Context: an optimization exercise on an open-source flow, tuned for small area, a short achievable clock period and few clock cycles per item. The choices shown serve that exercise and are no tape-out recipe.
Function was checked by simulation only, so behaviour that the tests miss may differ from the original.

==> flow/design.v (excerpt) <==
module UT_TOP (
    clk,
    rst_n,
    in_valid,
    in_time,
    out_valid,
    out_display,
    out_day
);
Size in the first run: ~42 I/O pins, ~8000 um^2 of cells after synthesis.
==> flow/config.mk <==
export PLATFORM = sky130hd
export DESIGN_NAME = UT_TOP
export DESIGN_NICKNAME = UT_TOP
export VERILOG_FILES = /design/flow/design.v
export SDC_FILE = /design/flow/constraint.sdc
export NUM_CORES = 4
export LEC_CHECK = 0
export ABC_AREA = 1
export CAP_MARGIN = 20
export CORE_MARGIN = 2
export CORE_UTILIZATION = 40
export SLEW_MARGIN = 20
==> flow/constraint.sdc <==
create_clock -name core_clock -period 15.0 [get_ports {clk}]
set_input_delay 3.0000 -clock core_clock [delete_from_list [all_inputs] [get_ports {clk}]]
set_output_delay 3.0000 -clock core_clock [all_outputs]
set_load 0.01 [all_outputs]
standard.sh (not shown) runs the stock make flow with config.mk's settings and CLKGATE_MAP_FILE= SYNTH_SCRIPT=/design/flow/synth_recipe.tcl, a recipe that flattens the netlist after the stock synthesis.
==> flow/flow/run.sh <==
#!/bin/bash
# The standard layout, with timing repair aiming at 10.9 ns of setup slack
# instead of 0; the clock and the constraints stay the design's.
set -o pipefail
bash standard.sh SETUP_SLACK_MARGIN=10.9 finish > standard.log 2>&1
Testbench counts at the start, summed over its fixed seeds: cycles 55,200, items 2,400.
Then changed:
==> flow/flow/run.sh (replaced) <==
#!/bin/bash
# The standard layout, with timing repair aiming at 11.2 ns of setup slack
# instead of 0; the clock and the constraints stay the design's.
set -o pipefail
bash standard.sh SETUP_SLACK_MARGIN=11.2 finish > standard.log 2>&1
The new run went through all stages and came out clean.
Hold slack barely changes.
Wire length goes up by a few percent.
Design area is higher by a little under a tenth.
Non-clock buffer count climbs by 44.
Setup slack gets better by 140 ps.

---

## run 4
UT_TOP, a different RTL version from the one above (not shown whole).
Size: ~890 cells after synthesis, about 80 flip-flops, roughly 42 I/O pins, roughly 0.0059 mm² of cells after synthesis.
export LEC_CHECK = 0
export ABC_AREA = 1
export CAP_MARGIN = 20
export CORE_MARGIN = 2
export CORE_UTILIZATION = 40
export CTS_BUF_LIST = sky130_fd_sc_hd__clkbuf_8
export PLACE_DENSITY = 0.4
export SLEW_MARGIN = 20
create_clock -name core_clock -period 15.0 [get_ports {clk}]
==> flow/flow/run.sh <==
#!/bin/bash
# The standard layout, with timing repair aiming at 11.1 ns of setup slack
# instead of 0, and the port buffers made with buf_1 cells; the clock and the
# constraints stay the design's.
set -o pipefail
bash standard.sh SETUP_SLACK_MARGIN=11.1 "BUFFER_PORTS_ARGS=-buffer_cell sky130_fd_sc_hd__buf_1" finish > standard.log 2>&1
Testbench counts of run 4, summed over its fixed seeds: cycles 55,200, items 2,400.
Input-level comparison between run 5 and run 4:
--- a/flow/config.mk
+++ b/flow/config.mk
@@ -13 +13 @@
-export PLACE_DENSITY = 0.4
+export PLACE_DENSITY = 0.8
Notes after the runs:
- Between run 4 and run 5, the cell count went down.
- In the metrics for run 4 and run 5, the one carrying the higher clock period minus final worst setup slack is run 5.
- Maximum frequency from static timing analysis: run 4 and run 5 compared, lower one is run 5
- The data required time at the worst endpoint on run 4 is in line with that on run 5.
- [run 5 vs run 4] sequential share of layout area: higher in run 5
- On wire length on met2: run 5 sits below run 4.

---

UT_TOP, a different RTL version from the one above (not shown whole).
For scale: ~42 I/O pins, ~5900 sq um of cells after synthesis.
==> flow/config.mk <==
export PLATFORM = sky130hd
export DESIGN_NAME = UT_TOP
export DESIGN_NICKNAME = UT_TOP
export VERILOG_FILES = /design/flow/design.v
export SDC_FILE = /design/flow/constraint.sdc
export NUM_CORES = 4
export LEC_CHECK = 0
export ABC_AREA = 1
export CAP_MARGIN = 20
export CORE_MARGIN = 2
export CORE_UTILIZATION = 40
export CTS_BUF_LIST = sky130_fd_sc_hd__clkbuf_8 sky130_fd_sc_hd__clkbuf_16
export SLEW_MARGIN = 20
==> flow/constraint.sdc <==
create_clock -name core_clock -period 15.0 [get_ports {clk}]
set_input_delay 3.0000 -clock core_clock [delete_from_list [all_inputs] [get_ports {clk}]]
set_output_delay 3.0000 -clock core_clock [all_outputs]
set_load 0.01 [all_outputs]
Scripts as last shown in full above: flow/flow/run.sh
Testbench counts at the start, summed over its fixed seeds: cycles 55,200, items 2,400.
Edit:
--- a/flow/config.mk
+++ b/flow/config.mk
@@ -7,3 +7,2 @@
 export LEC_CHECK = 0
-export ABC_AREA = 1
 export CAP_MARGIN = 20
@@ -11,3 +10,2 @@
 export CORE_UTILIZATION = 40
-export CTS_BUF_LIST = sky130_fd_sc_hd__clkbuf_8 sky130_fd_sc_hd__clkbuf_16
 export SLEW_MARGIN = 20
- synthesized cell count goes down by 13%
- non-clock buffer count goes up by 32
- core utilization goes up by 3.2 points
- cell area goes up by 12%
- global-route usage goes up by 1.0 points
Edit:
==> flow/flow/run.sh (replaced) <==
#!/bin/bash
# The standard layout, with timing repair aiming at 11.2 ns of setup slack
# instead of 0, and the port buffers made with buf_1 cells; the clock and the
# constraints stay the design's.
set -o pipefail
bash standard.sh SETUP_SLACK_MARGIN=11.2 "BUFFER_PORTS_ARGS=-buffer_cell sky130_fd_sc_hd__buf_1" finish > standard.log 2>&1
--- a/flow/config.mk
+++ b/flow/config.mk
@@ -7,2 +7,3 @@
 export LEC_CHECK = 0
+export ABC_AREA = 1
 export CAP_MARGIN = 20
@@ -10,2 +11,3 @@
 export CORE_UTILIZATION = 40
+export CTS_BUF_LIST = sky130_fd_sc_hd__clkbuf_8
 export SLEW_MARGIN = 20
Outcome: The new run completed without violations. Wire length is lower by about 12%. Via count came out lower by about 1.6%. Worst setup slack is better by 450 ps. Die area decreases by 4.9%. Register-to-register slack gains 710 ps. Global-route usage goes down by 1.4 points. Hold slack is worse by 28 ps. Critical path depth fell by 20.
Edit:
==> flow/flow/run.sh (replaced) <==
#!/bin/bash
# The standard layout, with timing repair aiming at 11.1 ns of setup slack
# instead of 0, and the port buffers made with buf_1 cells; repair only resizes and swaps gates.
# The clock and the constraints stay the design's.
set -o pipefail
bash standard.sh SETUP_SLACK_MARGIN=11.1 "BUFFER_PORTS_ARGS=-buffer_cell sky130_fd_sc_hd__buf_1" SETUP_MOVE_SEQUENCE=unbuffer,sizeup,swap finish > standard.log 2>&1
After rerunning:
- The changed run passed the timing, DRC and antenna checks
- via count fell slightly
- critical path depth does not change
- non-clock buffer count drops by 27
- worst hold slack stays flat
- flip-flop and latch count does not change
- area after synthesis does not change
- clock skew hardly moves
- cell area came out higher slightly
- global-route usage grows by 0.19 points
- routed wire length rises slightly
Edit:
==> flow/flow/run.sh (replaced) <==
#!/bin/bash
# The standard layout, with timing repair aiming at 11.1 ns of setup slack
# instead of 0, and the port buffers made with buf_1 cells; the clock and the
# constraints stay the design's.
set -o pipefail
bash standard.sh SETUP_SLACK_MARGIN=11.1 "BUFFER_PORTS_ARGS=-buffer_cell sky130_fd_sc_hd__buf_1" finish > standard.log 2>&1
Effect: Non-clock buffer count rises by 17; sequential share of layout area rises by 0.46 points; first-iteration DRC count falls by 0.44%.

---

UT_TOP, a different RTL version from the one above (not shown whole).
Size in the first run: roughly 920 cells after synthesis, roughly 42 I/O pins.
==> flow/config.mk <==
export PLATFORM = sky130hd
export DESIGN_NAME = UT_TOP
export DESIGN_NICKNAME = UT_TOP
export VERILOG_FILES = /design/flow/design.v
export SDC_FILE = /design/flow/constraint.sdc
export NUM_CORES = 4
export LEC_CHECK = 0
export ABC_AREA = 1
export CAP_MARGIN = 20
export CORE_MARGIN = 2
export CORE_UTILIZATION = 40
export SLEW_MARGIN = 20
==> flow/constraint.sdc <==
create_clock -name core_clock -period 15.0 [get_ports {clk}]
set_input_delay 3.0000 -clock core_clock [delete_from_list [all_inputs] [get_ports {clk}]]
set_output_delay 3.0000 -clock core_clock [all_outputs]
set_load 0.01 [all_outputs]
==> flow/flow/run.sh <==
#!/bin/bash
# The standard layout, with timing repair aiming at 11.0 ns of setup slack
# instead of 0, and the port buffers made with buf_1 cells; no gate cloning in repair.
# The clock and the constraints stay the design's.
set -o pipefail
bash standard.sh SETUP_SLACK_MARGIN=11.0 "BUFFER_PORTS_ARGS=-buffer_cell sky130_fd_sc_hd__buf_1" SKIP_GATE_CLONING=1 finish > standard.log 2>&1
Testbench counts at the start, summed over its fixed seeds: cycles 55,200, items 2,400.
Then changed:
==> flow/flow/run.sh (replaced) <==
#!/bin/bash
# The standard layout, with timing repair aiming at 11.0 ns of setup slack
# instead of 0, and the port buffers made with buf_1 cells; placement not routability driven.
# The clock and the constraints stay the design's.
set -o pipefail
bash standard.sh SETUP_SLACK_MARGIN=11.0 "BUFFER_PORTS_ARGS=-buffer_cell sky130_fd_sc_hd__buf_1"  finish > standard.log 2>&1
Settings changed: GPL_ROUTABILITY_DRIVEN set to 0.
Die area stays the same.
First-iteration DRC count grows by 1.5%.
Critical path depth does not change.
Core utilization shrinks by 0.12 points.
Area after synthesis is unchanged.
Global-route usage stays the same.
Sequential cell count is unchanged.
Design area stays flat.
Via count stays flat.
Then changed:
==> flow/flow/run.sh (replaced) <==
#!/bin/bash
# The standard layout, with timing repair aiming at 11.2 ns of setup slack
# instead of 0, and the port buffers made with buf_4 cells; the clock and the
# constraints stay the design's.
set -o pipefail
bash standard.sh SETUP_SLACK_MARGIN=11.2 "BUFFER_PORTS_ARGS=-buffer_cell sky130_fd_sc_hd__buf_4" finish > standard.log 2>&1
Settings changed: GPL_ROUTABILITY_DRIVEN 0 to not set.
The new run completed without violations.
Routed wire length goes up by 5.6%.
Setup slack is worse by 0.0043 ns.
Global-route usage goes up by 0.92 points.
Die area is unchanged.
Via count goes up by 2.6%.
Synthesized cell count is unchanged.
First-iteration DRC count goes down by 0.38%.
Synthesized area does not change.
Cell area goes up by 7.5%.
Register-to-register slack is worse by 0.03 ns.

---

Setup of amber:
The RTL this note starts from:
==> flow/design.v <==
module UT_TOP (
    clk,
    rst_n,
    in_valid,
    in_time,
    out_valid,
    out_display,
    out_day
);
input        clk, rst_n, in_valid;
input [30:0] in_time;
output reg       out_valid;
output reg [3:0] out_display;
output reg [2:0] out_day;
reg [9:0]  R;      
reg [21:0] L;      
reg [10:0] R2;     
reg [7:0]  B;      
reg [3:0]  C2;     
reg [2:0]  W;      
reg        y20;    
reg        jf;     
reg        busy;
reg [4:0]  k;      
function ge11;       
    input [10:0] t;
    input [10:0] K;
    reg   [15:0] g, e;
    integer i, w;
    begin
        for (i = 0; i < 16; i = i + 1) begin
            g[i] = (i < 11) ? (t[i] & ~K[i]) : 1'b0;
            e[i] = (i < 11) ? ~(t[i] ^ K[i]) : 1'b1;
        end
        for (w = 1; w < 16; w = w * 2)
            for (i = 0; i < 16; i = i + 2 * w) begin
                g[i] = g[i + w] | (e[i + w] & g[i]);
                e[i] = e[i + w] & e[i];
            end
        ge11 = g[0] | e[0];
    end
endfunction
function ge24;       
    input [23:0] t;
    input [23:0] K;
    reg   [31:0] g, e;
    integer i, w;
    begin
        for (i = 0; i < 32; i = i + 1) begin
            g[i] = (i < 24) ? (t[i] & ~K[i]) : 1'b0;
            e[i] = (i < 24) ? ~(t[i] ^ K[i]) : 1'b1;
        end
        for (w = 1; w < 32; w = w * 2)
            for (i = 0; i < 32; i = i + 2 * w) begin
                g[i] = g[i + w] | (e[i + w] & g[i]);
                e[i] = e[i + w] & e[i];
            end
        ge24 = g[0] | e[0];
    end
endfunction
function [3:0] dd;   
    input [3:0] d;
    integer i;
    reg [3:0] v;
    begin
        dd = 4'd0;
        for (i = 0; i < 16; i = i + 1) begin
            v = (i >= 5) ? i + 3 : i;
            if (d == i) dd = v;
        end
    end
endfunction
function [3:0] inc10;    
    input [3:0] d;
    begin
        inc10 = (d == 4'd9) ? 4'd0 : {d[3] | (d[2] & d[1] & d[0]),
                                     d[2] ^ (d[1] & d[0]),
                                     d[1] ^ d[0],
                                     ~d[0]};
    end
endfunction
function [2:0] w4;       
    input [2:0] w;
    input       a, b;
    integer i, j;
    reg [2:0] v;
    begin
        w4 = 3'd0;
        for (i = 0; i < 7; i = i + 1)
            for (j = 0; j < 4; j = j + 1) begin
                v = (4 * i + j + 9) % 7;
                if (w == i && {a, b} == j) w4 = v;
            end
    end
endfunction
function [2:0] w1;       
    input [2:0] w;
    input       a;
    integer i, j;
    reg [2:0] v;
    begin
        w1 = 3'd0;
        for (i = 0; i < 7; i = i + 1)
            for (j = 0; j < 2; j = j + 1) begin
                v = (2 * i + j + 3) % 7;
                if (w == i && a == j) w1 = v;
            end
    end
endfunction
reg  pm0, pm1, h0, n0, h1, n1, mon;           
wire k1  = (k == 5'd1);
wire k8  = (k == 5'd8);
wire k9  = (k == 5'd9);
wire k10 = (k == 5'd10);
wire k11 = (k == 5'd11);
wire [4:0] kn = busy ? k + 5'd1 : 5'd1;       
always @(posedge clk) begin
    pm0 <= (kn <= 5'd8);                                      
    pm1 <= (kn <= 5'd7);                                      
    h0  <= (kn == 5'd9) || (kn == 5'd10);                     
    h1  <= (kn == 5'd8) || (kn == 5'd9) || (kn == 5'd10);     
    n0  <= (kn >= 5'd11) && (kn <= 5'd13);                    
    n1  <= (kn >= 5'd11) && (kn <= 5'd13);
    mon <= (kn == 5'd10) || (kn == 5'd11);                    
end
function [10:0] step;    
    input [10:0] t;
    input        m, h, n;
    reg          q6, q9, q96;
    reg   [10:0] d6, d9, d96;
    begin
        q6  = ge11(t, 11'd675);
        q9  = ge11(t, 11'd900);
        q96 = ge11(t, 11'd960);
        d6  = t - 11'd675;
        d9  = t - 11'd900;
        d96 = t - 11'd960;
        if (m && q6)       step = {1'b1, d6[9:0]};
        else if (h && q9)  step = {1'b1, d9[9:0]};
        else if (n && q96) step = {1'b1, d96[9:0]};
        else               step = {1'b0, t[9:0]};
    end
endfunction
wire [10:0] s0 = step({R, L[21]}, pm0, h0, n0);
wire [10:0] s1 = step({s0[9:0], L[20]}, pm1, h1, n1);
wire        q0 = s0[10];
wire        q1 = s1[10];
function [11:0] step2;   
    input [11:0] t;
    input        mo;
    reg          qa, qb;
    reg   [11:0] da, db;
    begin
        qa = ge11(t[11:1], 11'd730) & (t[0] | ~(t[11:1] == 11'd730));    
        qb = ge11(t[11:1], 11'd979);                                      
        da = t - 12'd1461;
        db = t - 12'd1958;
        if (!mo && qa)     step2 = {1'b1, da[10:0]};
        else if (mo && qb) step2 = {1'b1, db[10:0]};
        else               step2 = {1'b0, t[10:0]};
    end
endfunction
wire        b0  = k1 ? 1'b0 : (pm0 && !k9) ? L[0] : (k9 || k10);
wire        b1  = pm0 ? q0 : k9;
wire [10:0] r2i = k10 ? {R2[10:2], 2'b01} : R2;
wire [11:0] u0  = step2({r2i, b0}, mon);
wire [11:0] u1  = step2({u0[10:0], b1}, mon);
wire [7:0] bb0 = {dd(B[7:4]), dd(B[3:0])};
wire [7:0] bb1 = {bb0[6:0], u0[11]};
wire [7:0] bb2 = {dd(bb1[7:4]), dd(bb1[3:0])};
wire [7:0] bb3 = {bb2[6:0], u1[11]};
wire [2:0] w2 = k8 ? w1(W, q0) : w4(W, q0, q1);
always @(posedge clk) begin
    if (!busy) begin
        R  <= {1'b0, in_time[30:22]};
        L  <= in_time[21:0];
        R2 <= 11'd1304;
        B  <= 8'h09;
        W  <= 3'd4;
    end else begin
        if (pm0 || h0 || n0) begin
            R <= s1[9:0];
            L <= {L[19:0], q0, q1};
        end
        if (pm0 || k9 || mon) begin
            R2 <= u1[10:0];
            if (!mon) B <= bb3;
        end
        if (pm0) W <= w2;
        if (mon) C2 <= {C2[1:0], u0[11], u1[11]};
        if (k1) y20 <= ge24({R[8:0], L[21:7]}, 24'd7395975);
        if (k10) jf <= ge11(R2, 11'd1224);
    end
end
always @(posedge clk or negedge rst_n) begin
    if (!rst_n) begin
        busy <= 1'b0;
        k    <= 5'd0;
    end else if (in_valid) begin
        busy <= 1'b1;
        k    <= 5'd1;
    end else if (busy) begin
        k    <= k + 5'd1;
        if (k == 5'd21) busy <= 1'b0;
    end
end
wire       jfc = k10 ? ge11(R2, 11'd1224) : jf;
wire       yc  = jfc && (B[3:0] == 4'd9);
wire [3:0] yt  = yc ? inc10(B[7:4]) : B[7:4];
wire [3:0] yo  = jfc ? inc10(B[3:0]) : B[3:0];
wire       mt = (C2 == 4'd7) || (C2 == 4'd8) || (C2 == 4'd9);
wire [3:0] mo = (C2 == 4'd7) ? 4'd0 : (C2 == 4'd8) || (C2 == 4'd10) ? 4'd1 :
                (C2 == 4'd9) || (C2 == 4'd11) ? 4'd2 : C2 + 4'd3;
reg [5:0] fld;
always @(*) begin
    if (k[4:1] == 4'd7)      fld = {1'b0, R2[10:6]};    
    else if (k[4:1] == 4'd8) fld = {1'b0, L[10:6]};     
    else if (k[4:1] == 4'd9) fld = L[5:0];              
    else                     fld = R[9:4];              
end
wire [3:0] dA   = dd({1'b0, fld[5:3]});
wire [3:0] dB   = dd({dA[2:0], fld[2]});
wire [3:0] dC   = dd({dB[2:0], fld[1]});
wire [6:0] fb   = {dA[3], dB[3], dC[3], dC[2:0], fld[0]};
wire       dinc = (k[4:1] == 4'd7);                      
wire [3:0] fo   = dinc ? inc10(fb[3:0]) : fb[3:0];
wire       tp1  = dinc && (fb[3:0] == 4'd9);            
wire [2:0] ft   = !tp1 ? fb[6:4] : (fb[5:4] == 2'd0) ? 3'd1 : (fb[5:4] == 2'd1) ? 3'd2 : 3'd3;
reg [3:0] digit;
always @(*) begin
    case (k)
        5'd8:    digit = y20 ? 4'd2 : 4'd1;
        5'd9:    digit = y20 ? 4'd0 : 4'd9;
        5'd10:   digit = yt;
        5'd11:   digit = yo;
        5'd12:   digit = {3'b000, mt};
        5'd13:   digit = mo;
        default: digit = k[0] ? fo : {1'b0, ft};
    endcase
end
wire [2:0] wday   = k8 ? w2 : W;
wire       outing = busy && (k >= 5'd8);
always @(posedge clk or negedge rst_n) begin
    if (!rst_n) begin
        out_valid   <= 1'b0;
        out_display <= 4'd0;
        out_day     <= 3'd0;
    end else if (outing) begin
        out_valid   <= 1'b1;
        out_display <= digit;
        out_day     <= wday;
    end else begin
        out_valid   <= 1'b0;
        out_display <= 4'd0;
        out_day     <= 3'd0;
    end
end
endmodule
Settings: LEC_CHECK=0, ABC_AREA=1, CAP_MARGIN=20, CORE_MARGIN=2, CORE_UTILIZATION=40, SLEW_MARGIN=20; clock period 15.0 ns.
==> flow/flow/run.sh <==
#!/bin/bash
# The standard layout, with timing repair aiming at 11.0 ns of setup slack
# instead of 0; the clock and the constraints stay the design's.
set -o pipefail
bash standard.sh SETUP_SLACK_MARGIN=11.0 finish > standard.log 2>&1
Testbench counts of amber, summed over its fixed seeds: cycles 55,200, items 2,400.
Input-level comparison between maple and amber:
==> flow/flow/run.sh <==
#!/bin/bash
# The standard layout, with timing repair aiming at 10.9 ns of setup slack
# instead of 0; the clock and the constraints stay the design's.
set -o pipefail
bash standard.sh SETUP_SLACK_MARGIN=10.9 finish > standard.log 2>&1
==> comparison <==
Relative to amber, the final cell area reported for maple is lower. Compared with amber, in maple via count fell 41; setup clock skew after layout about even; cell count fell 9; routed metal-1 wirelength fell 0.64%; routed wire length fell 350 um.
[inputs] ember vs maple
==> flow/flow/run.sh <==
#!/bin/bash
# The standard layout, with timing repair aiming at 11.2 ns of setup slack
# instead of 0; the clock and the constraints stay the design's.
set -o pipefail
bash standard.sh SETUP_SLACK_MARGIN=11.2 finish > standard.log 2>&1
### Flow results
ember vs. maple: number of non-clock buffers increased by about 40% relative to the old numbers. ember finished all stages; the layout is clean.
Modified inputs, pepper compared to ember
- GPL_TIMING_DRIVEN now 1, previously not set
==> flow/flow/run.sh <==
#!/bin/bash
# The standard layout, with timing repair aiming at 10.9 ns of setup slack
# instead of 0; the clock and the constraints stay the design's.
set -o pipefail
bash standard.sh SETUP_SLACK_MARGIN=10.9 finish > standard.log 2>&1
### Flow results
- Worst max-slew margin expressed relative to the limit in pepper vs ember: up 0.18 points
- Looking at ember and pepper, the post-route worst hold slack is a wash.
- Going from ember to pepper, the routed wire length per instance was found to have gone down by 1.0%.
- Per the comparison of pepper with ember, number of distinct library cells after synthesis shows no meaningful change; final routed wirelength across all metal layers shows a reduction of about 2.6%.
Relative to pepper, the following input files were edited for fjord:
- a deleted ABC_AREA that had been 1
- a deleted GPL_TIMING_DRIVEN that had been 1
==> results.txt <==
- pepper -> fjord: floorplan die width decreased by a few percent
- Relative to pepper, adder-cell share of the synthesized area has increased by 0.23 points in fjord.
- fjord does worse than pepper on setup slack of the critical path after layout.

separate check: timing with driven ports:
The flow's constraints put no driver on any port. The routed layouts listed below were extracted and timed again, unchanged, in two steps.
Step 1 sets driving cells, clkbuf_16 on the clock port and buf_2 on the other inputs (assumed; they add their load-dependent delay and slew).
Step 2 times the ports against the registers' clock, not the clock port: input delays grow and output delays shrink by t, the midpoint of the rising clock arrivals with the driver on.
a / b / c = ideal / step 1 / step 2; a / b = the first two.
| run | shift t [ns] | setup WS [ns] | hold WS [ns] | worst setup path after step 2 | latest minus earliest clock arrival (ns) |
|---|---|---|---|---|---|
| the first run of note 1 | 0.396 | 10.992 / 10.948 / 11.075 | 0.526 / 0.526 / 0.526 | register to register | 0.013 / 0.014 |
| the second run of note 1 | 0.400 | 11.133 / 11.088 / 11.115 | 0.528 / 0.528 / 0.528 | input to register | 0.011 / 0.012 |
| run 4 | 0.400 | 11.136 / 11.099 / 11.294 | 0.466 / 0.466 / 0.466 | register to register | 0.017 / 0.017 |
| run 5 | 0.413 | 11.122 / 11.085 / 11.260 | 0.441 / 0.441 / 0.441 | register to register | 0.016 / 0.016 |
| the first run of note 3 | 0.395 | 11.155 / 11.116 / 11.311 | 0.453 / 0.453 / 0.453 | register to register | 0.011 / 0.011 |
| the second run of note 3 | 0.385 | 10.689 / 10.689 / 10.689 | 0.484 / 0.484 / 0.484 | register to register | 0.011 / 0.011 |
| the third run of note 3 | 0.405 | 11.137 / 11.100 / 11.398 | 0.456 / 0.456 / 0.456 | register to register | 0.017 / 0.016 |
| the fourth run of note 3 | 0.407 | 11.135 / 11.097 / 11.286 | 0.456 / 0.456 / 0.456 | register to register | 0.014 / 0.013 |
| the fifth run of note 3 | 0.405 | 11.139 / 11.102 / 11.319 | 0.456 / 0.456 / 0.456 | register to register | 0.012 / 0.012 |
| the first run of note 4 | 0.389 | 11.161 / 11.118 / 11.182 | 0.504 / 0.504 / 0.504 | register to register | 0.008 / 0.008 |
| the second run of note 4 | 0.387 | 11.162 / 11.119 / 11.198 | 0.502 / 0.502 / 0.502 | register to register | 0.009 / 0.009 |
| the third run of note 4 | 0.400 | 11.157 / 11.112 / 11.169 | 0.512 / 0.512 / 0.512 | register to register | 0.005 / 0.006 |
| amber | 0.390 | 11.061 / 11.019 / 11.098 | 0.499 / 0.499 / 0.499 | input to register | 0.007 / 0.006 |
| maple | 0.387 | 11.017 / 10.974 / 11.098 | 0.499 / 0.499 / 0.499 | input to register | 0.005 / 0.005 |
| ember | 0.388 | 11.162 / 11.121 / 11.093 | 0.498 / 0.498 / 0.498 | input to register | 0.007 / 0.007 |
| pepper | 0.387 | 11.017 / 10.974 / 11.098 | 0.499 / 0.499 / 0.499 | input to register | 0.005 / 0.005 |
| fjord | 0.402 | 10.579 / 10.579 / 10.579 | 0.571 / 0.571 / 0.571 | register to register | 0.012 / 0.012 |
After both steps every run listed still meets setup and hold. The setup slack of ember, which loses most, moves by -0.041 ns with the drivers and by -0.069 ns with both steps.
